Background: an optimization exercise with open tools, aiming at small area and a short achievable clock period. Do not read the settings as production practice. RTL that was checked went through simulation tests only; none was proved equivalent to the original. The RTL of run 4 was laid out without a check of its function. No activity file was given, so power comes from the tool's default toggle rates.

### flow/design.v
module AOI222(input a1, input b1, input a2, input b2, input a3, input b3, output y);
  assign y = ~((a1 & b1) | (a2 & b2) | (a3 & b3));
endmodule
module RdBit(input [31:1] sel, input [31:1] d, output y);
  wire [10:0] t;
  genvar g;
  generate for (g = 0; g < 10; g = g + 1) begin : grp
    AOI222 u (.a1(sel[3*g+1]), .b1(d[3*g+1]), .a2(sel[3*g+2]), .b2(d[3*g+2]),
              .a3(sel[3*g+3]), .b3(d[3*g+3]), .y(t[g]));
  end endgenerate
  assign t[10] = ~(sel[31] & d[31]);
  assign y = ~(&t);
endmodule
module WMux(input we, input nwe, input d, input q, output y);
  assign y = (we & d) | (nwe & q);
endmodule
module RvTop(
  input         clock,
  input         reset,
  output        imem_valid,
  output [31:0] imem_addr,
  input  [31:0] imem_rdata,
  output        dmem_valid,
  output [31:0] dmem_addr,
  output [31:0] dmem_wdata,
  output [3:0]  dmem_wmask,
  output        dmem_we,
  input  [31:0] dmem_rdata,
  output        rvfi_valid,
  output [31:0] rvfi_insn,
  output [31:0] rvfi_pc,
  output [31:0] rvfi_mem_addr,
  output [3:0]  rvfi_mem_wmask,
  output [31:0] rvfi_mem_wdata
);
  localparam [6:0] OP_R = 7'h33, OP_I = 7'h13, OP_L = 7'h03, OP_S = 7'h23,
                   OP_B = 7'h63, OP_JAL = 7'h6f, OP_JALR = 7'h67,
                   OP_LUI = 7'h37, OP_AUIPC = 7'h17;
  reg [31:0] pc;
  reg [31:0] d_ins, d_pc;
  reg [31:0] e_ins, e_pc, e_a, e_b, e_r2;
  reg [31:0] m_ins, m_pc, m_alu, m_rd2;
  reg [31:0] w_ins, w_pc, w_alu, w_wd;
  reg [3:0]  w_mask;
  reg [1:0]  ld_off;
  reg [2:0]  ld_f3;
  reg [1:0]  hs;
  wire [6:0] d_op = d_ins[6:0];
  wire [6:0] e_op = e_ins[6:0];
  wire [6:0] m_op = m_ins[6:0];
  wire [6:0] w_op = w_ins[6:0];
  function automatic rw_of(input [6:0] op);
    rw_of = op == OP_R || op == OP_I || op == OP_L || op == OP_JAL ||
            op == OP_JALR || op == OP_LUI || op == OP_AUIPC;
  endfunction
  reg d_jal, d_jalr, d_br, d_ld;
  reg e_br, e_ld, e_st, e_rw;
  reg m_ld, m_st, m_rw;
  reg w_ld, w_rw;
  wire [4:0] m_rd = m_ins[11:7];
  wire [4:0] w_rd = w_ins[11:7];
  reg        dv, m_acc;
  reg [3:0]  m_lanes;
  reg        m_l0_b1, m_l0_b2, m_l1_b0, m_l1_b2, m_l1_b3, m_l2_b0, m_l2_b1,
             m_l2_b3, m_l3_b0, m_l3_b1;
  assign dmem_valid = dv;
  assign dmem_addr  = m_acc ? m_alu : w_alu;
  assign dmem_we    = m_st;
  wire [1:0] off_sw = m_acc ? m_alu[1:0] : (w_ld ? w_alu[1:0] : 2'b00);
  wire [2:0] m_f3   = m_ins[14:12];
  wire [7:0] b0 = m_rd2[7:0], b1 = m_rd2[15:8], b2 = m_rd2[23:16], b3 = m_rd2[31:24];
  wire l0_b0 = ~m_l0_b1 & ~m_l0_b2;
  wire l1_b1 = ~m_l1_b0 & ~m_l1_b2 & ~m_l1_b3;
  wire l2_b2 = ~m_l2_b0 & ~m_l2_b1 & ~m_l2_b3;
  wire l3_b3 = ~m_l3_b0 & ~m_l3_b1;
  assign dmem_wdata[7:0]   = ({8{l0_b0}} & b0) | ({8{m_l0_b1}} & b1) | ({8{m_l0_b2}} & b2);
  assign dmem_wdata[15:8]  = ({8{m_l1_b0}} & b0) | ({8{l1_b1}} & b1) | ({8{m_l1_b2}} & b2) |
                             ({8{m_l1_b3}} & b3);
  assign dmem_wdata[23:16] = ({8{m_l2_b0}} & b0) | ({8{m_l2_b1}} & b1) | ({8{l2_b2}} & b2) |
                             ({8{m_l2_b3}} & b3);
  assign dmem_wdata[31:24] = ({8{m_l3_b0}} & b0) | ({8{m_l3_b1}} & b1) | ({8{l3_b3}} & b3);
  assign dmem_wmask = m_lanes;
  wire [3:0] m_mask = m_st ? m_lanes : 4'h0;
  wire [31:0] rdata = dmem_valid ? dmem_rdata : 32'h0;
  wire [7:0]  lb = ld_off == 2'd0 ? rdata[7:0] : ld_off == 2'd1 ? rdata[15:8] :
                   ld_off == 2'd2 ? rdata[23:16] : rdata[31:24];
  wire [15:0] lh = ld_off == 2'd0 ? rdata[15:0] : ld_off == 2'd1 ? rdata[23:8] :
                   rdata[31:16];
  wire ld_w = ld_f3 == 3'd2;
  wire ld_b = ld_f3 == 3'd0 || ld_f3 == 3'd4;
  wire ld_sx = ld_b ? ld_f3 == 3'd0 : ld_f3 != 3'd5;
  wire [31:0] rd_fmt = ld_w ? rdata :
                       ld_b ? {{24{ld_sx & lb[7]}}, lb} : {{16{ld_sx & lh[15]}}, lh};
  wire rsp_valid = hs == 2'd2;
  wire [31:0] wb_data = w_ld ? rd_fmt : w_alu;
  wire [31:0] wen_dec = 32'b1 << w_rd;
  wire [31:1] rf_wen  = w_rw ? wen_dec[31:1] : 31'h0;
  wire [4:0] d_rs1 = d_ins[19:15];
  wire [4:0] d_rs2 = d_ins[24:20];
  reg [1023:32] rf;
  reg [31:1]    rf_vld;
  wire [31:0] dec1 = 32'b1 << d_rs1;
  wire [31:0] dec2 = 32'b1 << d_rs2;
  wire [31:1] sel1 = dec1[31:1] & rf_vld;
  wire [31:1] sel2 = dec2[31:1] & rf_vld;
  wire [31:0] rf1, rf2;
  genvar gb, gk;
  generate for (gb = 0; gb < 32; gb = gb + 1) begin : rdb
    wire [31:1] col;
    for (gk = 1; gk < 32; gk = gk + 1) begin : c
      assign col[gk] = rf[gk*32 + gb];
    end
    RdBit p1 (.sel(sel1), .d(col), .y(rf1[gb]));
    RdBit p2 (.sel(sel2), .d(col), .y(rf2[gb]));
  end endgenerate
  wire [1023:32] rf_d;
  generate for (gk = 1; gk < 32; gk = gk + 1) begin : wr
    wire nwe = ~rf_wen[gk];
    for (gb = 0; gb < 32; gb = gb + 1) begin : b
      WMux m (.we(rf_wen[gk]), .nwe(nwe), .d(wb_data[gb]), .q(rf[gk*32 + gb]),
              .y(rf_d[gk*32 + gb]));
    end
  end endgenerate
  always @(posedge clock) begin
    rf <= rf_d;
    if (reset) rf_vld <= 31'h0;
    else rf_vld <= rf_vld | rf_wen;
  end
  wire [4:0] e_rd  = e_ins[11:7];
  wire n_fa1 = e_rw & (e_rd != 5'd0) & (e_rd == d_rs1);
  wire n_fa2 = ~n_fa1 & m_rw & (m_rd != 5'd0) & (m_rd == d_rs1);
  wire n_fb1 = e_rw & (e_rd != 5'd0) & (e_rd == d_rs2);
  wire n_fb2 = ~n_fb1 & m_rw & (m_rd != 5'd0) & (m_rd == d_rs2);
  wire hit1 = w_rw & (w_rd == d_rs1);
  wire hit2 = w_rw & (w_rd == d_rs2);
  wire d_auipc = d_op == OP_AUIPC;
  wire d_lui   = d_op == OP_LUI;
  wire d_s     = d_op == OP_S;
  wire d_opb   = d_op == OP_I || d_s || d_op == OP_L || d_jalr || d_lui || d_auipc;
  wire [31:0] d_imm = (d_lui | d_auipc) ? {d_ins[31:12], 12'h0} :
                      d_s ? {{20{d_ins[31]}}, d_ins[31:25], d_ins[11:7]} :
                      {{20{d_ins[31]}}, d_ins[31:20]};
  wire [31:0] bra = d_rs1 == 5'd2 ? m_alu : (d_rs1 == 5'd3 || d_rs1 == 5'd5) ? wb_data :
                    d_rs1 == 5'd4 ? rd_fmt : rf1;
  wire [31:0] brb = d_rs2 == 5'd2 ? m_alu : (d_rs2 == 5'd3 || d_rs2 == 5'd5) ? wb_data :
                    d_rs2 == 5'd4 ? rd_fmt : rf2;
  wire [31:0] rd2_n = n_fb2 ? m_alu : hit2 ? wb_data : rf2;
  wire [31:0] ea_n = d_br ? bra :
                     d_auipc ? d_pc :
                     (d_lui || d_rs1 == 5'd0) ? 32'h0 :
                     n_fa2 ? m_alu :
                     hit1 ? w_alu : rf1;
  wire [31:0] eb_n = d_br ? brb : d_opb ? d_imm : rd2_n;
  wire [31:0] d_jimm = {{12{d_ins[31]}}, d_ins[19:12], d_ins[20], d_ins[30:21], 1'b0};
  wire [31:0] d_iimm = {{20{d_ins[31]}}, d_ins[31:20]};
  wire stall = d_jal | d_jalr | d_br | d_ld | e_br | e_ld;
  reg iv;
  assign imem_valid = iv;
  assign imem_addr  = {8'h0, pc[25:2]};
  wire [2:0] d_f3 = d_ins[14:12];
  wire d_f7  = d_ins[30];
  wire d_R   = d_op == OP_R;
  wire d_I   = d_op == OP_I;
  wire d_J   = d_jal | d_jalr;
  wire d_other = ~d_R & ~d_I & ~d_J & ~d_br;
  wire d_base  = d_I | (d_R & ~d_f7);
  wire n_add = (d_base & d_f3 == 3'd0) | d_other;
  wire n_sub = d_R & d_f7 & d_f3 == 3'd0;
  wire n_sll = d_base & d_f3 == 3'd1;
  wire n_lt  = d_base & (d_f3 == 3'd2 || d_f3 == 3'd3);
  wire n_xor = d_base & d_f3 == 3'd4;
  wire n_srl = (d_I | d_R) & d_f3 == 3'd5;
  wire n_or  = d_base & d_f3 == 3'd6;
  wire n_and = d_base & d_f3 == 3'd7;
  reg s1_m, s2_m, fb_m;
  reg c_sum, c_usub, c_sll, c_srl, c_lt, c_xor, c_or, c_and, c_pass;
  wire [31:0] op1 = s1_m ? m_alu : e_a;
  wire [31:0] op2 = s2_m ? m_alu : e_b;
  wire [31:0] fwd_b = fb_m ? m_alu : e_r2;
  wire [32:0] addsub = {1'b0, op1} + {1'b0, op2 ^ {32{c_usub}}} + {32'h0, c_usub};
  wire [31:0] xr = op1 ^ op2;
  wire lt = ~addsub[32];
  reg [31:0] op1_rev, shr_rev;
  integer i;
  always @* for (i = 0; i < 32; i = i + 1) op1_rev[i] = op1[31 - i];
  wire [31:0] sh_in  = c_sll ? op1_rev : op1;
  wire [31:0] shr    = sh_in >> op2[4:0];
  always @* for (i = 0; i < 32; i = i + 1) shr_rev[i] = shr[31 - i];
  wire [31:0] aluout =
      ({32{c_sum}} & addsub[31:0]) |
      ({32{c_sll}} & shr_rev) |
      ({32{c_srl}} & shr) |
      ({32{c_lt}}  & {31'h0, lt}) |
      ({32{c_xor}} & xr) |
      ({32{c_or}}  & (op1 | op2)) |
      ({32{c_and}} & (op1 & op2)) |
      ({32{c_pass}} & op1);
  wire [2:0] e_f3 = e_ins[14:12];
  wire b_eq  = ~|xr;
  wire b_ltu = lt;
  wire b_lt  = lt ^ op1[31] ^ op2[31];
  reg  b_take;
  always @* begin
    case (e_f3)
      3'd0: b_take = b_eq;
      3'd1: b_take = ~b_eq;
      3'd4: b_take = b_lt;
      3'd5: b_take = ~b_lt;
      3'd6: b_take = b_ltu;
      3'd7: b_take = ~b_ltu;
      default: b_take = 1'b0;
    endcase
  end
  wire taken = e_br & b_take;
  wire [1:0] st_off = op1[1:0] + e_b[1:0];
  wire st_b = e_f3 == 3'd0;
  wire st_h = e_f3 == 3'd1;
  reg  [3:0] st_lanes;
  always @* begin
    if (st_b) st_lanes = 4'b0001 << st_off;
    else if (st_h) st_lanes = st_off == 2'd0 ? 4'h3 : st_off == 2'd1 ? 4'h6 : 4'hc;
    else st_lanes = 4'hf;
  end
  wire [6:0] if_op = imem_rdata[6:0];
  wire n_dj   = ~stall & (if_op == OP_JAL);
  wire n_djr  = ~stall & (if_op == OP_JALR);
  wire n_db   = ~stall & (if_op == OP_B);
  wire n_dl   = ~stall & (if_op == OP_L);
  wire n_stall = n_dj | n_djr | n_db | n_dl | d_br | d_ld;
  wire [31:0] d_bimm = {{20{d_ins[31]}}, d_ins[7], d_ins[30:25], d_ins[11:8], 1'b0};
  wire [31:0] tgt = d_pc + (d_br ? d_bimm : d_jimm);
  wire [31:0] pc_n = e_br ? (taken ? pc : d_pc) :
                     (d_jal | d_br) ? tgt :
                     d_jalr ? d_iimm :
                     (d_ld | e_ld) ? pc : pc + 32'd4;
  reg e_nz, m_nz, w_nz;    
  assign rvfi_valid     = w_nz;
  assign rvfi_insn      = w_ins;
  assign rvfi_pc        = w_pc;
  assign rvfi_mem_addr  = w_alu;
  assign rvfi_mem_wmask = w_mask;
  assign rvfi_mem_wdata = w_wd;
  always @(posedge clock) begin
    if (reset) begin
      pc    <= 32'hfffffffc;
      d_ins <= 32'h0;
      m_alu <= 32'h0;
      {e_nz, m_nz} <= 2'b00;
      {d_jal, d_jalr, d_br, d_ld} <= 4'b0000;
      {e_br, e_ld, e_st, e_rw} <= 4'b0000;
      {m_ld, m_st, m_rw, w_ld, w_rw} <= 5'b00000;
      {iv, dv, m_acc, w_nz} <= 4'b1000;
      {s1_m, s2_m, fb_m} <= 3'b000;
      {c_sum, c_usub, c_sll, c_srl, c_lt, c_xor, c_or, c_and, c_pass} <= 9'b000000000;
      m_lanes <= 4'hf;
      {m_l0_b1, m_l0_b2, m_l1_b0, m_l1_b2, m_l1_b3, m_l2_b0, m_l2_b1, m_l2_b3,
       m_l3_b0, m_l3_b1} <= 10'h0;
    end else begin
      pc    <= pc_n;
      d_ins <= stall ? 32'h0 : imem_rdata;
      m_alu <= aluout;
      e_nz  <= d_ins != 32'h0;
      m_nz  <= e_nz;
      d_jal  <= n_dj;
      d_jalr <= n_djr;
      d_br   <= n_db;
      d_ld   <= n_dl;
      e_br <= d_br;
      e_ld <= d_ld;
      e_st <= d_s;
      e_rw <= rw_of(d_op);
      m_ld <= e_ld;
      m_st <= e_st;
      m_rw <= e_rw;
      w_ld <= m_ld;
      w_rw <= m_rw;
      iv     <= ~n_stall;
      dv     <= e_ld | e_st | m_ld;
      m_acc  <= e_ld | e_st;
      w_nz   <= m_nz;
      s1_m  <= d_br ? d_rs1 == 5'd1 : n_fa1 & ~d_lui & ~d_auipc;
      s2_m  <= d_br ? d_rs2 == 5'd1 : n_fb1 & ~d_opb;
      fb_m  <= n_fb1;
      c_sum <= n_add | n_sub;
      c_usub <= n_sub | n_lt | d_br;
      c_sll <= n_sll;
      c_srl <= n_srl;
      c_lt  <= n_lt;
      c_xor <= n_xor;
      c_or  <= n_or;
      c_and <= n_and;
      c_pass <= d_J;
      m_lanes <= st_lanes;
      m_l0_b1 <= st_b & st_off != 2'd0;
      m_l0_b2 <= st_h & st_off != 2'd0;
      m_l1_b0 <= (st_b | st_h) & st_off == 2'd1;
      m_l1_b2 <= st_b & st_off[1];
      m_l1_b3 <= st_h & st_off[1];
      m_l2_b0 <= (st_b & st_off == 2'd2) | (st_h & st_off[1]);
      m_l2_b1 <= st_h & st_off == 2'd1;
      m_l2_b3 <= st_b & st_off == 2'd3;
      m_l3_b0 <= st_b & st_off == 2'd3;
      m_l3_b1 <= st_h & st_off[1];
    end
    e_ins  <= d_ins;
    e_a    <= ea_n;
    e_b    <= eb_n;
    e_r2   <= rd2_n;
    m_ins  <= e_ins;
    w_ins  <= m_ins;
    d_pc   <= pc;
    e_pc   <= d_pc;
    m_pc   <= e_pc;
    m_rd2  <= fwd_b;
    w_pc   <= m_pc;
    w_alu  <= m_alu;
    w_wd   <= m_rd2;
    w_mask <= m_mask;
  end
  always @(posedge clock) begin
    if (reset) begin
      ld_off <= 2'h0;
      ld_f3  <= 3'h0;
      hs     <= 2'h0;
    end else begin
      if (~rsp_valid) begin
        ld_off <= off_sw;
        ld_f3  <= m_f3;
      end
      if (hs == 2'd0 || hs == 2'd2) hs <= 2'd1;
      else if (hs == 2'd1 && dmem_valid) hs <= 2'd2;
    end
  end
endmodule
### flow/flow/run.sh
#!/bin/bash
set -euo pipefail
bash standard.sh SETUP_SLACK_MARGIN=6.5 \
  "BUFFER_PORTS_ARGS=-buffer_cell sky130_fd_sc_hd__buf_2" finish > make_finish.log 2>&1
### flow/standard.sh
#!/bin/bash
# synth_recipe.tcl (not shown) runs the flow's synth.tcl, then flattens the netlist and writes it again
# the make line also repeats each setting of config.mk as NAME=value (left out here)
make -C /OpenROAD-flow-scripts/flow DESIGN_CONFIG=/design/flow/config.mk WORK_HOME=/design/flow/orfs CLKGATE_MAP_FILE= SYNTH_SCRIPT=/design/flow/synth_recipe.tcl "${@:-finish}"
### flow/config.mk
export PLATFORM = sky130hd
export DESIGN_NAME = RvTop
export DESIGN_NICKNAME = RvTop
export VERILOG_FILES = /design/flow/design.v
export SDC_FILE = /design/flow/constraint.sdc
export NUM_CORES = 4
export LEC_CHECK = 0
export CAP_MARGIN = 20
export CORE_MARGIN = 2
export CORE_UTILIZATION = 45
export CTS_BUF_LIST = sky130_fd_sc_hd__clkbuf_16
export CTS_CLUSTER_DIAMETER = 80
export CTS_CLUSTER_SIZE = 20
export PLACE_DENSITY = 0.55
export SLEW_MARGIN = 20
export SYNTH_HIERARCHICAL = 1
export SYNTH_MINIMUM_KEEP_SIZE = 0
export TNS_END_PERCENT = 0
### flow/constraint.sdc
create_clock -name core_clock -period 10.0 [get_ports {clock}]
set_input_delay 2.0000 -clock core_clock [delete_from_list [all_inputs] [get_ports {clock}]]
set_output_delay 2.0000 -clock core_clock [all_outputs]
set_load 0.01 [all_outputs]
==> flow_metrics.env, run 1 <==
export IMPL_final_core_util_pct=51.7
export IMPL_status="no timing/DRC/antenna violations"
export IMPL_drv_slew=0
export IMPL_syn_to_final_growth_pct=14.4
export IMPL_synthAdderAreaFrac_pct=2.35
export IMPL_ys_flop_type="dfxtp_1"
export IMPL_path_common_cell="mux2i_1"
export IMPL_path_max_fanout=34
export IMPL_synth_top_family_by_area="compound AO/OA/AOI/OAI gates"
export IMPL_synth_edf_count=0
export IMPL_cp_required_ns=10.66
export IMPL_grt_max_degree=94
export IMPL_arrival_ns=4.98
export IMPL_finalSetupTns_ns=0
export IMPL_place_inst=8943
export IMPL_ys_async_sr_fraction_pct=0
export IMPL_p_seq_share_pct=54.0
export IMPL_h_tree_depth=3
export IMPL_ys_ff_latch=1589
export IMPL_die_w_um=397
export IMPL_max_clock_freq_mhz=232
export IMPL_antenna_found_initial=22
export IMPL_critical_path_class="in2reg"
export IMPL_overflow=0
export IMPL_muxShareOfSynthArea_pct=5.27
export IMPL_path_cells="buf_2 > mux2_2 > mux2i_1 > o31ai_1 > a21oi_1 > a21oi_4 > buf_4 > mux2i_1 > a221o_1 > o21ai_0"
export IMPL_cts_tree="built"
export IMPL_cts_buffers=104
export IMPL_leakage_nw=31.0
export IMPL_synth_compound_area_share_pct=32.8
export IMPL_drt_iter0_markers=14800
export IMPL_coreArea_sq_um=154000
export IMPL_post_dp_hpwl_mm=227
export IMPL_grt_pass1_wl_mm=503
export IMPL_yosys_area_top_type="dfxtp_1"
export IMPL_clock_sinks=1589
export IMPL_r2r_start="m_alu[7]$_SDFF_PP0_"
export IMPL_nNetsFinal=7296
export IMPL_gp_congestion=1.03
export IMPL_synth_xor_area_share_pct=1.77
export IMPL_worst_pin_slew_ns=1.21
export IMPL_power_density_nw_per_um2=161
export IMPL_finClkSkew_ns=0.0629
export IMPL_antenna_left=0
export IMPL_yosysTopAreaCellShare_pct=45.8
export IMPL_syn_avg_cell_area_sq_um=10.3
export IMPL_drc_errors=0
export IMPL_vias=69100
export IMPL_vias_per_cell=7.50
export IMPL_clkPwrFrac_pct=36.5
export IMPL_crit_start="dmem_rdata[23]"
export IMPL_clk_latency_ns=0.80
export IMPL_post_route_min_period_ns=4.32
export IMPL_ys_top_cells_by_area="dfxtp_1, a22o_1, a222oi_1"
export IMPL_wl_per_cell_um=40.0
export IMPL_cts_max_path_buffers=3
export IMPL_io_pins=302
export IMPL_rr_endpoint="pc[26]$_SDFFE_PP1P_"
export IMPL_netlist_instances=6704
export IMPL_grt_usage_pct=44.5
export IMPL_pwr_share_comb_pct=9.5
export IMPL_hold_class="reg2reg"
export IMPL_yosys_area_share_simple_pct=8.98
export IMPL_power_internal_mw=9.23
export IMPL_finalHoldViolations=0
export IMPL_grt_pass1_vias=64000
export IMPL_rrSetupSlack_ns=5.68
export IMPL_initial_core_util_pct=45.2
export IMPL_critPathMaxStageDelay_ns=0.71
export IMPL_ctsHoldBuffers=0
export IMPL_nFillCells=14100
export IMPL_rr_worst_depth=13
export IMPL_wirelength_mm=369
export IMPL_drive_gt1_share_pct=15.6
export IMPL_endpoint="e_b[15]$_DFF_P_"
export IMPL_relSlewSlack_pct=19.0
export IMPL_largest_register_ffs=992
export IMPL_port_buffers=293
export IMPL_cts_root_buf="clkbuf_16"
export IMPL_fin_cells=9208
export IMPL_whs_ns=0.318
export IMPL_rsz0062_at_grt="yes"
export IMPL_swShare_pct=27.9
export IMPL_yosysUniqueCellTypes=100
export IMPL_path_depth=10
export IMPL_path_buf_inv=2
export IMPL_cpLargestDelayFamily="compound AO/OA/AOI/OAI gates"
export IMPL_yosysSeqAreaShare_pct=45.8
export IMPL_setup_viol=0
export IMPL_die_area_sq_um=157000
export IMPL_fin_crit_sh_pct=43.2
export IMPL_cp_end_kind="flip-flop"
export IMPL_crit_path_top_delay_cell="o31ai_1"
export IMPL_vdd_ir_drop_max_uv=265
export IMPL_p_total_mw=12.8
export IMPL_startpoint_type="input pin"
export IMPL_path_clk_slew_ns=0.09
export IMPL_dr_pass1_iters=13
export IMPL_die_h_um=397
export IMPL_power_switching_mw=3.57
export IMPL_fp_row_count=144
export IMPL_synth_area_sq_um=69400
export IMPL_ys_warnings_count=7
export IMPL_regMostFlops="rf"
export IMPL_cap_violations=0
cell families (layout without fill, tap and decap cells):
| kind of cell | Yosys count | in the layout |
|---|---|---|
| adder cells (fa/ha/maj) | 129 | 129 |
| XOR/XNOR | 140 | 140 |
| buffers and inverters | 467 | 894 |
| other | 1 | 18 |
| AND/OR/NAND/NOR | 1326 | 1326 |
| multiplexers | 297 | 298 |
| flip-flops | 1589 | 1589 |
| AO/OA/AOI/OAI | 2755 | 2770 |
worst register-to-register path, stage by stage (launching register included):
cell and delay, ns:
dfxtp_1 0.79, mux2i_4 0.19, xnor2_1 0.32, ha_1 0.35
a21oi_1 0.24, o21ai_1 0.13, and2_4 0.20, o2111ai_4 0.36
a211o_4 0.24, a21oi_1 0.08, nor3b_2 0.45, o31a_4 0.38
nor3_1 0.11, a221o_1 0.32
power by group through the flow:
| stage | Sequential [mW] | Clock [mW] | Combinational (mW) |
|---|---|---|---|
| finish | 6.91 | 4.67 | 1.21 |
| global route | 6.92 | 4.90 | 1.31 |
| CTS | 6.90 | 4.68 | 1.18 |
| detailed placement | 7.04 | 0 | 1.16 |
| global placement | 7.04 | 0 | 1.16 |
| floorplan | 6.85 | 0 | 0.813 |
layout by cell type (no fill, tap or decap), types with 22 or more instances in the layout:
cell and n:
mux2_2 84, mux4_2 31, nor3_1 33, o21ai_0 230, a222oi_1 656, a22o_1 994
dfxtp_2 22, buf_2 292, o22ai_1 29, buf_4 263, mux2i_1 125, nand3_1 42
a2111o_1 64, ha_1 109, a22oi_1 38, mux2i_4 36, clkbuf_16 109, and3_1 72
nand4_1 146, a211oi_1 69, o221ai_1 24, a21oi_1 266, and2_1 53, dfxtp_1 1562
o211ai_1 58, nand2_1 447, xnor2_1 86, xor2_1 52, inv_1 126, a221oi_1 75
o21ai_1 31, nor2_1 366, and3_2 22, a21o_1 39
per-module statistics from Yosys, one instance, submodules excluded:
module | cells | times used
RvTop | 4816 | 1
AOI222 | 1 | 640
RdBit | 4 | 64
WMux | 1 | 992
worst min path at each step:
stage | from | endpoint | slack (ns) | cells past startpoint
finish | e_ins[0]$_DFF_P_ | m_ins[0]$_DFF_P_ | 0.32 | 0
global placement | m_pc[20]$_DFF_P_ | w_pc[20]$_DFF_P_ | 0.31 | 0
CTS | e_ins[0]$_DFF_P_ | m_ins[0]$_DFF_P_ | 0.32 | 0
detailed placement | e_ins[0]$_DFF_P_ | m_ins[0]$_DFF_P_ | 0.31 | 0
global route | m_pc[10]$_DFF_P_ | w_pc[10]$_DFF_P_ | 0.32 | 0
floorplan | e_ins[0]$_DFF_P_ | m_ins[0]$_DFF_P_ | 0.31 | 0
Yosys cell counts (69+ instances only):
cell type and count:
a211oi_1 69, a222oi_1 656, and3_1 94, mux2_2 87, a21oi_1 280, ha_1 127
inv_1 135, xnor2_1 88, mux2i_1 156, dfxtp_1 1589, clkbuf_1 207, a221oi_1 75
nand4_1 146, nand2_1 449, nor2_1 374, o21ai_0 235, a22o_1 994
layer usage:
metal	vias to the layer above	track usage, %	part of all wire (%)	routed length (um)
li1	28200	-	-	-
met1	33900	55.7	36	134000
met2	5648	64.0	41	152000
met3	1288	12.9	13	48400
met4	22	34.6	9.2	34100
met5	-	0.339	0.053	195
area by class of cell:
type,instances,area [sq um],area share [%]
multi-input combinational,4671,36800,46.4
sequential,1589,31900,40.2
timing repair buffer,588,4170,5.25
clock buffer,106,2650,3.34
tap,2044,2560,3.22
clock inverter,53,693,0.874
inverter,147,563,0.710
antenna,10,25.0,0.0315
stage by stage:
stage	area (sq um)	setup slack [ns]
6_report	79300	5.68
5_1_grt	79300	5.71
4_1_cts	78600	5.79
3_5_place_dp	74000	4.68
3_3_place_gp	73900	4.71
2_1_floorplan	69700	5.92
what timing repair did:
action	CTS	global route
pin swaps	25	19
setup endpoints to repair	1109	1145
cloned	22	4
setup buffers	41	28
resized for setup	125	63
==> run 2, diff against run 1 <==
--- a/flow/config.mk
+++ b/flow/config.mk
@@ -10,7 +10,7 @@
 export CORE_UTILIZATION = 45
 export CTS_BUF_LIST = sky130_fd_sc_hd__clkbuf_16
 export CTS_CLUSTER_DIAMETER = 80
-export CTS_CLUSTER_SIZE = 20
+export CTS_CLUSTER_SIZE = 24
 export PLACE_DENSITY = 0.55
 export SLEW_MARGIN = 20
 export SYNTH_HIERARCHICAL = 1
==> flow_metrics.env, run 2 <==
export IMPL_ys_warnings_count=7
export IMPL_mostFrequentLayoutCells="dfxtp_1, a22o_1, a222oi_1"
export IMPL_power_density_nw_per_um2=161
export IMPL_vias_per_cell=7.48
export IMPL_yosys_area_top_type="dfxtp_1"
export IMPL_setup_viol=0
export IMPL_coreArea_sq_um=154000
export IMPL_max_clock_freq_mhz=231
export IMPL_yosysUniqueCellTypes=100
export IMPL_syn_to_final_growth_pct=14.6
export IMPL_synth_area_sq_um=69400
export IMPL_ys_async_sr_fraction_pct=0
export IMPL_syn_avg_cell_area_sq_um=10.3
export IMPL_gp_congestion=1.03
export IMPL_ys_flop_type="dfxtp_1"
export IMPL_finalHoldViolations=0
export IMPL_finClkSkew_ns=0.0502
export IMPL_wirelength_mm=369
export IMPL_cts_root_buf="clkbuf_16"
export IMPL_arrival_ns=5.00
export IMPL_fin_crit_sh_pct=43.3
export IMPL_die_area_sq_um=157000
export IMPL_fp_row_count=144
export IMPL_cts_max_path_buffers=3
export IMPL_yosysTopAreaCellShare_pct=45.8
export IMPL_dr_pass1_iters=14
export IMPL_clk_latency_ns=0.80
export IMPL_nFillCells=14100
export IMPL_drt_iter0_markers=14700
export IMPL_startpoint_type="flip-flop"
export IMPL_synth_common_cells="dfxtp_1, a22o_1, a222oi_1, nand2_1, nor2_1"
export IMPL_wl_per_cell_um=40.0
export IMPL_post_synth_top_count_cell="dfxtp_1"
export IMPL_nNetsFinal=7299
export IMPL_antenna_left=0
export IMPL_p_total_mw=12.8
export IMPL_grt_pass1_wl_mm=502
export IMPL_port_buffers=293
export IMPL_clock_sinks=1589
export IMPL_critical_path_class="reg2reg"
export IMPL_largest_register_ffs=992
export IMPL_relSlewSlack_pct=19.4
export IMPL_drive_gt1_share_pct=16.0
export IMPL_synth_edf_count=0
export IMPL_path_max_fanout=32
export IMPL_cts_buffers=99
export IMPL_ys_top_cells_by_area="dfxtp_1, a22o_1, a222oi_1"
export IMPL_cp_required_ns=10.67
export IMPL_hold_class="reg2reg"
export IMPL_rrSetupSlack_ns=5.67
export IMPL_layout_commonest_cell="dfxtp_1"
export IMPL_post_route_min_period_ns=4.33
export IMPL_cp_end_kind="flip-flop"
export IMPL_status="no timing/DRC/antenna violations"
export IMPL_ctsHoldBuffers=0
export IMPL_cts_tree="built"
export IMPL_vias=69000
export IMPL_grt_max_degree=94
export IMPL_grt_usage_pct=44.4
export IMPL_drc_errors=0
export IMPL_path_clk_slew_ns=0.09
export IMPL_regMostFlops="rf"
export IMPL_rsz0062_at_grt="yes"
export IMPL_finalSetupTns_ns=0
export IMPL_die_h_um=397
export IMPL_drv_slew=0
export IMPL_post_dp_hpwl_mm=227
export IMPL_yosysSeqAreaShare_pct=45.8
export IMPL_ff_latch_area_sq_um=31900
export IMPL_netlist_instances=6704
export IMPL_leakage_nw=31.1
export IMPL_vdd_ir_drop_max_uv=191
export IMPL_h_tree_depth=3
export IMPL_ys_ff_latch=1589
export IMPL_grt_pass1_vias=63900
export IMPL_worst_pin_slew_ns=1.21
export IMPL_cap_violations=0
export IMPL_final_core_util_pct=51.8
export IMPL_die_w_um=397
export IMPL_antenna_found_initial=19
export IMPL_multi_input_area_sq_um=36900
export IMPL_overflow=0
export IMPL_io_pins=302
export IMPL_initial_core_util_pct=45.2
==> run 2: where the power goes <==
| part | internal, mW | total [mW] | switching (mW) |
|---|---|---|---|
| clock network | 2.04 | 4.67 | 2.62 |
| registers | 6.57 | 6.92 | 0.353 |
| logic | 0.493 | 1.23 | 0.738 |
| total | 9.10 | 12.8 | 3.71 |
==> run 2: modules after synthesis (local to each module, per instance) <==
| module | cells inside | copies in the design |
|---|---|---|
| RvTop | 4816 | 1 |
| RdBit | 4 | 64 |
| AOI222 | 1 | 640 |
| WMux | 1 | 992 |
==> run 2: worst paths after layout <==
check / to / cells past startpoint / start
setup / recovery: e_a[15]$_DFF_P_ / 13 / d_ins[15]$_SDFF_PP0_
setup reg to reg: e_a[15]$_DFF_P_ / 13 / d_ins[15]$_SDFF_PP0_
hold / removal: m_ins[26]$_DFF_P_ / 0 / e_ins[26]$_DFF_P_
hold reg to reg: m_ins[26]$_DFF_P_ / 0 / e_ins[26]$_DFF_P_
==> run 2: layer usage <==
| layer | track usage, % | wire length (um) |
|---|---|---|
| met4 | 33.0 | 32400 |
| met5 | 0.216 | 105 |
| met1 | 55.7 | 134000 |
| met3 | 12.8 | 49000 |
| met2 | 64.6 | 153000 |
==> run 2: cells by family after synthesis <==
kind of cell    count (synthesis)  synth area share, %
xor+xnor                      140                 1.77
other cells                     1              0.00540
simple gates                 1326                 8.98
fa+ha+maj                     129                 2.35
mux                           297                 5.27
flops                        1589                 45.8
compound gates               2755                 32.8
buf+inv                       467                 2.99
==> run 2: stage by stage <==
step / worst slack [ns] / hold WS (ns) / cell area (sq um) / cells
final: 5.67 / 0.327 / 79500 / 9227
after floorplan: 5.92 / 0.310 / 69700 / 6711
after detailed placement: 4.68 / 0.312 / 74000 / 8943
after global placement: 4.71 / 0.310 / 73900 / 8941
after global routing: 5.74 / 0.335 / 79500 / 9216
after CTS: 5.81 / 0.330 / 78700 / 9178
==> run 2: critical path: stages, from the launching register on <==
cell	delay [ns]
dfxtp_2	0.55
inv_1	0.29
nor3_2	0.60
and3_1	0.24
buf_4	0.49
a222oi_1	0.24
nand4_1	0.40
a2111o_1	0.41
nor2_1	0.09
a211oi_1	0.25
a21oi_1	0.07
nand2_1	0.10
o21ai_0	0.09
a21oi_1	0.32
==> run 2: cell type report <==
| class | count | area share, % |
|---|---|---|
| tap | 2044 | 3.22 |
| antenna | 12 | 0.0378 |
| clock inverter | 66 | 1.01 |
| inverter | 147 | 0.708 |
| multi-input combinational | 4671 | 46.4 |
| clock buffer | 102 | 3.21 |
| sequential | 1589 | 40.1 |
| timing repair buffer | 596 | 5.35 |
==> run 2: timing repair <==
item / in CTS / in global routing
pin swaps: 25 / 25
setup endpoints to repair: 1113 / 1141
gates cloned: 22 / 4
buffers inserted: 45 / 32
gates resized for setup: 128 / 83
==> run 3, diff against run 2 <==
--- a/flow/config.mk
+++ b/flow/config.mk
@@ -7,11 +7,11 @@
 export LEC_CHECK = 0
 export CAP_MARGIN = 20
 export CORE_MARGIN = 2
-export CORE_UTILIZATION = 45
+export CORE_UTILIZATION = 60
 export CTS_BUF_LIST = sky130_fd_sc_hd__clkbuf_16
 export CTS_CLUSTER_DIAMETER = 80
-export CTS_CLUSTER_SIZE = 24
-export PLACE_DENSITY = 0.55
+export CTS_CLUSTER_SIZE = 20
+export PLACE_DENSITY = 0.7
 export SLEW_MARGIN = 20
 export SYNTH_HIERARCHICAL = 1
 export SYNTH_MINIMUM_KEEP_SIZE = 0
==> flow_metrics.env, run 3 <==
export IMPL_status="no timing/DRC/antenna violations"
export IMPL_startpoint_type="flip-flop"
export IMPL_drive_gt1_share_pct=14.9
export IMPL_yosysTopAreaCellShare_pct=45.8
export IMPL_ys_ff_latch=1589
export IMPL_post_dp_hpwl_mm=207
export IMPL_io_pins=302
export IMPL_finalSetupTns_ns=0
export IMPL_synth_area_sq_um=69400
export IMPL_power_internal_mw=8.78
export IMPL_path_cells="buf_4 > nor3_1 > and3_1 > buf_4 > a222oi_1 > nand4_1 > a2111o_1 > nor2_1 > o311ai_0 > o21ai_0 > o22ai_1"
export IMPL_power_switching_mw=3.36
export IMPL_coreArea_sq_um=115000
export IMPL_grt_usage_pct=55.8
export IMPL_max_clock_freq_mhz=227
export IMPL_rr_endpoint="e_b[11]$_DFF_P_"
export IMPL_wirelength_mm=348
export IMPL_finClkSkew_ns=0.0538
export IMPL_arrival_ns=5.08
export IMPL_cts_root_buf="clkbuf_16"
export IMPL_post_synth_top_count_cell="dfxtp_1"
export IMPL_p_seq_share_pct=57.2
export IMPL_regMostFlops="rf"
export IMPL_mostFrequentLayoutCells="dfxtp_1, a22o_1, a222oi_1"
export IMPL_rr_worst_depth=11
export IMPL_rsz0062_at_grt="yes"
export IMPL_initial_core_util_pct=60.6
export IMPL_h_tree_depth=3
export IMPL_synth_common_cells="dfxtp_1, a22o_1, a222oi_1, nand2_1, nor2_1"
export IMPL_critPathMaxStageDelay_ns=0.98
export IMPL_path_clk_slew_ns=0.09
export IMPL_ys_async_sr_fraction_pct=0
export IMPL_drt_iter0_markers=19400
export IMPL_dp_slack_ns=4.65
export IMPL_largest_register_ffs=992
export IMPL_ys_top_cells_by_area="dfxtp_1, a22o_1, a222oi_1"
export IMPL_port_buffers=293
export IMPL_worst_pin_slew_ns=1.36
export IMPL_antenna_found_initial=26
export IMPL_swShare_pct=27.7
export IMPL_overflow=0
export IMPL_path_max_fanout=32
export IMPL_critical_path_class="reg2reg"
export IMPL_crit_start="d_ins[24]$_SDFF_PP0_"
export IMPL_place_inst=8384
export IMPL_grt_pass1_wl_mm=479
export IMPL_r2r_start="d_ins[24]$_SDFF_PP0_"
export IMPL_yosys_area_top_type="dfxtp_1"
export IMPL_endpoint="e_b[11]$_DFF_P_"
export IMPL_yosysUniqueCellTypes=100
export IMPL_leakage_nw=30.7
export IMPL_cp_required_ns=10.67
export IMPL_rrSetupSlack_ns=5.59
export IMPL_gp_congestion=1.12
export IMPL_clkPwrFrac_pct=32.9
export IMPL_yosysSeqAreaShare_pct=45.8
export IMPL_syn_avg_cell_area_sq_um=10.3
export IMPL_layout_commonest_cell="dfxtp_1"
export IMPL_finalHoldViolations=0
export IMPL_clk_latency_ns=0.78
export IMPL_cp_end_kind="flip-flop"
export IMPL_nNetsFinal=7295
export IMPL_post_route_min_period_ns=4.41
export IMPL_nFillCells=8951
export IMPL_vias_per_cell=8.32
export IMPL_cts_buffers=92
export IMPL_ff_latch_area_sq_um=31900
export IMPL_synth_edf_count=0
export IMPL_vdd_ir_drop_max_uv=270
export IMPL_fin_cells=8651
export IMPL_drv_slew=0
export IMPL_die_area_sq_um=118000
export IMPL_ys_warnings_count=7
export IMPL_setup_ws_ns=5.59
export IMPL_crit_path_top_delay_cell="nor3_1"
export IMPL_die_w_um=344
export IMPL_cap_violations=0
export IMPL_vias=72000
export IMPL_ctsHoldBuffers=0
export IMPL_pwr_share_comb_pct=9.9
export IMPL_fin_crit_sh_pct=44.1
export IMPL_power_density_nw_per_um2=156
export IMPL_grt_pass1_vias=65300
export IMPL_path_common_cell="buf_4"
export IMPL_netlist_instances=6704
export IMPL_die_h_um=344
export IMPL_multi_input_area_sq_um=36800
export IMPL_drc_errors=0
export IMPL_antenna_left=0
export IMPL_relSlewSlack_pct=9.05
export IMPL_fp_row_count=124
export IMPL_grt_max_degree=99
export IMPL_ys_flop_type="dfxtp_1"
export IMPL_cts_tree="built"
export IMPL_clock_sinks=1589
export IMPL_setup_viol=0
export IMPL_syn_to_final_growth_pct=12.4
export IMPL_dr_pass1_iters=22
export IMPL_cts_max_path_buffers=3
export IMPL_wl_per_cell_um=40.2
export IMPL_hold_class="reg2reg"
run 3: changes by cell type in the layout (fill, tap and decap cells not counted), sizes merged:
cell,delta
a21oi,+3
buf,-5
bufbuf,+3
bufinv,-1
clkbuf,-9
clkinv,-12
clkinvlp,+3
diode,+11
inv,-37
run 3: cell families (layout without fill, tap and decap cells):
family / after synthesis / count (layout) / synth area share, %
other: 1 / 31 / 0.00540
adders and majority gates: 129 / 129 / 2.35
buffers and inverters: 467 / 853 / 2.99
xor gates and xnor gates: 140 / 140 / 1.77
AOI/OAI and AO/OA: 2755 / 2773 / 32.8
DFF: 1589 / 1589 / 45.8
and+or+nand+nor: 1326 / 1326 / 8.98
muxes: 297 / 298 / 5.27
run 3: Yosys stat by module, one instance, submodules excluded:
module	copies in the design	area, sq um
RvTop	1	52500
WMux	992	8.76
AOI222	640	10.0
RdBit	64	27.5
run 3: worst min path at each step:
| stage | to | start | depth (start not counted) |
|---|---|---|---|
| 6_report | m_pc[6]$_DFF_P_ | e_pc[6]$_DFF_P_ | 0 |
| 5_1_grt | w_pc[14]$_DFF_P_ | m_pc[14]$_DFF_P_ | 0 |
| 4_1_cts | m_pc[6]$_DFF_P_ | e_pc[6]$_DFF_P_ | 0 |
| 3_5_place_dp | w_pc[25]$_DFF_P_ | m_pc[25]$_DFF_P_ | 0 |
| 3_3_place_gp | m_ins[16]$_DFF_P_ | e_ins[16]$_DFF_P_ | 0 |
| 2_1_floorplan | m_ins[0]$_DFF_P_ | e_ins[0]$_DFF_P_ | 0 |
run 3: through the flow:
stage          cell area (sq um)  util [%]  hold WS, ns  power, mW
4_1_cts                    77300      67.5        0.316       12.0
6_report                   78000      68.1        0.319       12.1
3_5_place_dp               73000      63.8        0.312       8.16
2_1_floorplan              69700         -        0.310       7.66
3_3_place_gp               73000      63.8        0.310       8.13
5_1_grt                    77900      68.1        0.319       12.4
run 3: what timing repair did:
action	4_1_cts	5_1_grt
setup buffers	70	25
pin swaps	43	15
hold endpoints to repair	0	0
setup endpoints to repair	1129	1165
cloned	28	5
resized for setup	146	51
run 3: final cells by class:
type | instances | share of cell area (%)
antenna | 23 | 0.0738
clock buffer | 93 | 2.98
clock inverter | 17 | 0.276
inverter | 147 | 0.728
multi-input combinational | 4674 | 47.1
sequential | 1589 | 40.8
tap | 1512 | 2.43
timing repair buffer | 594 | 5.53
timing repair inverter | 2 | 0.0160
run 3: layer usage:
metal  part of all wire [%]  routed length [um]  GRT usage, %
met2                     38              134000          76.2
met5                   0.22                 777          3.93
met3                     18               61100          27.5
met1                     32              113000          64.9
met4                     11               39800          46.1
run 3: worst max-delay path, delay by kind of cell, from the launching register on:
family / cells / cell delay [ns]
flops: 1 / 0.31
simple gates: 4 / 1.94
compound gates: 5 / 1.34
buf+inv: 2 / 0.68
run 3: power by group through the flow:
stage | Clock (mW) | Sequential [mW] | Combinational [mW]
6_report | 3.99 | 6.94 | 1.20
5_1_grt | 4.13 | 6.95 | 1.29
4_1_cts | 3.92 | 6.90 | 1.14
3_5_place_dp | 0 | 7.04 | 1.11
3_3_place_gp | 0 | 7.04 | 1.09
2_1_floorplan | 0 | 6.85 | 0.813
==> run 4, diff against run 3 <==
--- a/flow/design.v
+++ b/flow/design.v
@@ -227,12 +227,12 @@
   wire n_db   = ~stall & (if_op == OP_B);
   wire n_dl   = ~stall & (if_op == OP_L);
   wire n_stall = n_dj | n_djr | n_db | n_dl | d_br | d_ld;
-  wire [31:0] d_bimm = {{20{d_ins[31]}}, d_ins[7], d_ins[30:25], d_ins[11:8], 1'b0};
-  wire [31:0] tgt = d_pc + (d_br ? d_bimm : d_jimm);
-  wire [31:0] pc_n = e_br ? (taken ? pc : d_pc) :
-                     (d_jal | d_br) ? tgt :
-                     d_jalr ? d_iimm :
-                     (d_ld | e_ld) ? pc : pc + 32'd4;
+  wire [31:0] tgt = (e_br ? e_pc : d_pc) +
+                    (e_br ? {{20{e_ins[31]}}, e_ins[7], e_ins[30:25], e_ins[11:8], 1'b0} : d_jimm);
+  wire [31:0] pc_seq = d_jal ? tgt :
+                       d_jalr ? d_iimm :
+                       (d_br | d_ld | e_br | e_ld) ? pc : pc + 32'd4;
+  wire [31:0] pc_n = taken ? tgt : pc_seq;
   reg e_nz, m_nz, w_nz;    
   assign rvfi_valid     = w_nz;
   assign rvfi_insn      = w_ins;
==> flow/config.mk (replaced) <==
export PLATFORM = sky130hd
export DESIGN_NAME = RvTop
export DESIGN_NICKNAME = RvTop
export VERILOG_FILES = /design/flow/design.v
export SDC_FILE = /design/flow/constraint.sdc
export NUM_CORES = 4
export LEC_CHECK = 0
export CAP_MARGIN = 20
export CORE_MARGIN = 2
export CORE_UTILIZATION = 50
export CTS_BUF_LIST = sky130_fd_sc_hd__clkbuf_8
export PLACE_DENSITY = 0.6
export SLEW_MARGIN = 20
export SYNTH_HIERARCHICAL = 1
export SYNTH_MINIMUM_KEEP_SIZE = 0
==> flow_metrics.env, run 4 <==
export IMPL_syn_to_final_growth_pct=28.9
export IMPL_yosysSeqAreaShare_pct=45.7
export IMPL_endpoint="dmem_addr[5]"
export IMPL_drv_slew=0
export IMPL_p_total_mw=14.9
export IMPL_syn_avg_cell_area_sq_um=10.5
export IMPL_overflow=0
export IMPL_synth_area_sq_um=69600
export IMPL_path_clk_slew_ns=0.06
export IMPL_nNetsFinal=7813
export IMPL_ys_flop_type="dfxtp_1"
export IMPL_finalHoldViolations=0
export IMPL_path_cells="buf_12 > buf_16 > mux2_4 > buf_6"
export IMPL_cts_root_buf="clkbuf_8"
export IMPL_die_area_sq_um=142000
export IMPL_r2r_start="s2_m$_SDFF_PP0_"
export IMPL_die_w_um=377
export IMPL_antenna_found_initial=29
export IMPL_gp_congestion=1.04
export IMPL_wirelength_mm=391
export IMPL_fp_row_count=136
export IMPL_wl_per_cell_um=40.7
export IMPL_antenna_left=0
export IMPL_finClkSkew_ns=0.0636
export IMPL_finalSetupTns_ns=0
export IMPL_rr_worst_depth=15
export IMPL_coreArea_sq_um=138000
export IMPL_leakage_nw=36.0
export IMPL_rsz0062_at_grt="yes"
export IMPL_ctsHoldBuffers=0
export IMPL_final_core_util_pct=65.1
export IMPL_clk_latency_ns=1.06
export IMPL_grt_pass1_vias=68700
export IMPL_ys_top_cells_by_area="dfxtp_1, a22o_1, a222oi_1"
export IMPL_layout_commonest_cell="dfxtp_1"
export IMPL_rrSetupSlack_ns=5.94
export IMPL_relSlewSlack_pct=10.0
export IMPL_grt_max_degree=90
export IMPL_vias_per_cell=7.84
export IMPL_hold_class="reg2reg"
export IMPL_largest_register_ffs=992
export IMPL_cap_violations=0
export IMPL_port_buffers=293
export IMPL_vias=75400
export IMPL_cts_max_path_buffers=4
export IMPL_netlist_instances=6652
export IMPL_vdd_ir_drop_max_uv=253
export IMPL_power_switching_mw=4.11
export IMPL_rr_endpoint="pc[22]$_SDFFE_PP1P_"
export IMPL_path_max_fanout=5
export IMPL_yosysUniqueCellTypes=108
export IMPL_power_density_nw_per_um2=166
export IMPL_critical_path_class="reg2out"
export IMPL_h_tree_depth=5
export IMPL_cp_required_ns=8.00
export IMPL_dp_slack_ns=4.61
export IMPL_cp_end_kind="output pin"
export IMPL_die_h_um=377
export IMPL_fin_cells=9617
export IMPL_grt_pass1_wl_mm=518
export IMPL_yosysTopAreaCellShare_pct=45.7
export IMPL_drc_errors=0
export IMPL_crit_path_top_delay_cell="dfxtp_4"
export IMPL_setup_viol=0
export IMPL_post_synth_top_count_cell="dfxtp_1"
export IMPL_pwr_share_comb_pct=10.6
export IMPL_status="no timing/DRC/antenna violations"
export IMPL_clkPwrFrac_pct=42.6
export IMPL_startpoint_type="flip-flop"
export IMPL_grt_usage_pct=50.9
export IMPL_io_pins=302
export IMPL_fin_crit_sh_pct=43.0
export IMPL_clock_sinks=1589
export IMPL_cts_buffers=286
export IMPL_power_internal_mw=10.8
export IMPL_max_clock_freq_mhz=233
export IMPL_yosys_area_top_type="dfxtp_1"
export IMPL_arrival_ns=2.30
export IMPL_post_route_min_period_ns=4.30
export IMPL_worst_pin_slew_ns=1.34
export IMPL_cts_tree="built"
export IMPL_initial_core_util_pct=50.5
export IMPL_critPathMaxStageDelay_ns=0.39
export IMPL_ys_warnings_count=7
export IMPL_p_seq_share_pct=46.8
export IMPL_synth_edf_count=0
export IMPL_synth_common_cells="dfxtp_1, a22o_1, a222oi_1, nand2_1, nor2_1"
export IMPL_drive_gt1_share_pct=27.1
export IMPL_place_inst=8674
export IMPL_drt_iter0_markers=18300
export IMPL_swShare_pct=27.6
export IMPL_ys_ff_latch=1589
export IMPL_dr_pass1_iters=22
export IMPL_mostFrequentLayoutCells="dfxtp_1, a22o_1, a222oi_1"
export IMPL_crit_start="m_acc$_SDFF_PP0_"
export IMPL_setup_ws_ns=5.70
export IMPL_regMostFlops="rf"
export IMPL_post_dp_hpwl_mm=216
export IMPL_nFillCells=10800
export IMPL_ys_async_sr_fraction_pct=0
run 4: cell types whose count changed in the layout (fill, tap and decap cells not counted), sizes merged, moves of 26 or more:
cell    change
clkbuf    +285
mux2i      +32
nor2       -47
inv        +74
nand2      +28
o21ai      -33
mux2       +26
buf       +310
run 4: kinds of logic (layout without fill, tap and decap cells):
| logic type | count (synthesis) | count (layout) | share of synthesized area [%] |
|---|---|---|---|
| DFF | 1589 | 1589 | 45.7 |
| xor gates and xnor gates | 136 | 136 | 1.71 |
| buffers and inverters | 435 | 1564 | 2.80 |
| other | 1 | 24 | 0.00539 |
| muxes | 355 | 356 | 6.03 |
| AOI/OAI and AO/OA | 2691 | 2703 | 32.4 |
| and+or+nand+nor | 1315 | 1321 | 9.00 |
| adders and majority gates | 130 | 130 | 2.35 |
run 4: how the worst min path moves through the flow:
stage | slack, ns | from | cells after the start | to
2_1_floorplan | 0.31 | e_ins[0]$_DFF_P_ | 0 | m_ins[0]$_DFF_P_
3_3_place_gp | 0.31 | m_pc[14]$_DFF_P_ | 0 | w_pc[14]$_DFF_P_
3_5_place_dp | 0.31 | m_pc[20]$_DFF_P_ | 0 | w_pc[20]$_DFF_P_
4_1_cts | 0.31 | m_pc[3]$_DFF_P_ | 0 | w_pc[3]$_DFF_P_
5_1_grt | 0.31 | m_pc[24]$_DFF_P_ | 0 | w_pc[24]$_DFF_P_
6_report | 0.31 | m_pc[24]$_DFF_P_ | 0 | w_pc[24]$_DFF_P_
run 4: what timing repair did:
item	CTS	global route
pin swaps	185	318
setup buffers	233	144
gates resized for setup	847	442
gates cloned	51	22
endpoints found under the setup margin	948	431
run 4: layer usage:
metal	share of wire (%)	up-vias	global-route usage, %	wire length [um]
li1	-	29500	-	-
met1	35	36000	63.3	137000
met2	37	7876	65.9	145000
met3	19	2015	28.4	75400
met4	8.3	60	32.9	32300
met5	0.46	-	4.84	1800
run 4: area by class of cell:
| cell class | instances | area (sq um) | share of cell area [%] |
|---|---|---|---|
| timing repair buffer | 935 | 10000 | 11.2 |
| tap | 1794 | 2240 | 2.50 |
| multi-input combinational | 4654 | 38800 | 43.3 |
| sequential | 1589 | 32200 | 35.9 |
| inverter | 151 | 657 | 0.732 |
| timing repair inverter | 1 | 8.76 | 0.00976 |
| clock buffer | 360 | 4950 | 5.52 |
| clock inverter | 117 | 783 | 0.873 |
| antenna | 16 | 40.0 | 0.0446 |
run 4: through the flow:
stage	instance area, sq um	hold slack, ns
2_1_floorplan	70000	0.310
3_3_place_gp	73900	0.311
3_5_place_dp	74000	0.312
4_1_cts	86200	0.309
5_1_grt	89700	0.314
6_report	89700	0.314
run 4: Yosys stat by module, one instance, submodules excluded:
module	times used	cells inside	area [sq um]
WMux	992	1	8.76
RvTop	1	4764	52800
AOI222	640	1	10.0
RdBit	64	4	27.5
run 4: worst max-delay path: cells and delay by family (launching register included):
kind,cells,cell delay (ns)
multiplexers,1,0.34
flip-flops,1,0.39
buffers and inverters,3,0.50
run 4: power by group through the flow:
stage | Clock, mW | Sequential (mW) | Combinational [mW]
after global routing | 6.58 | 6.97 | 1.66
after CTS | 6.28 | 6.93 | 1.44
after global placement | 0 | 7.08 | 1.20
after floorplan | 0 | 6.86 | 0.882
final | 6.34 | 6.97 | 1.57
after detailed placement | 0 | 7.08 | 1.20

==> what the ideal ports hide <==
Ports are ideal in the flow. The routed layouts listed here were re-timed in OpenROAD. Step 1 sets driving cells, clkbuf_16 on the clock port and buf_2 on the other inputs (assumed; they add their load-dependent delay and slew). Step 2 also shifts input and output timing later by t, the mid clock arrival at the registers, as if the neighbouring blocks saw the same clock. a / b / c = ideal ports / drivers / drivers and shift; a / b = the first two.
| run | t (ns) | slack for setup (ns) | worst setup path after step 2 | worst register clock-pin slew, ns |
|---|---|---|---|---|
| run 1 | 0.857 | 5.685 / 5.693 / 4.891 | input to register | 0.09 / 0.09 |
| run 2 | 0.859 | 5.670 / 5.670 / 4.892 | input to register | 0.11 / 0.11 |
| run 3 | 0.839 | 5.593 / 5.593 / 4.927 | input to register | 0.10 / 0.10 |
| run 4 | 1.104 | 5.701 / 5.616 / 5.324 | input to register | 0.08 / 0.08 |
After both steps every run listed still meets setup and hold. For run 1, which loses most, drivers alone change the setup slack by +0.008 ns; drivers and shift together by -0.794 ns.
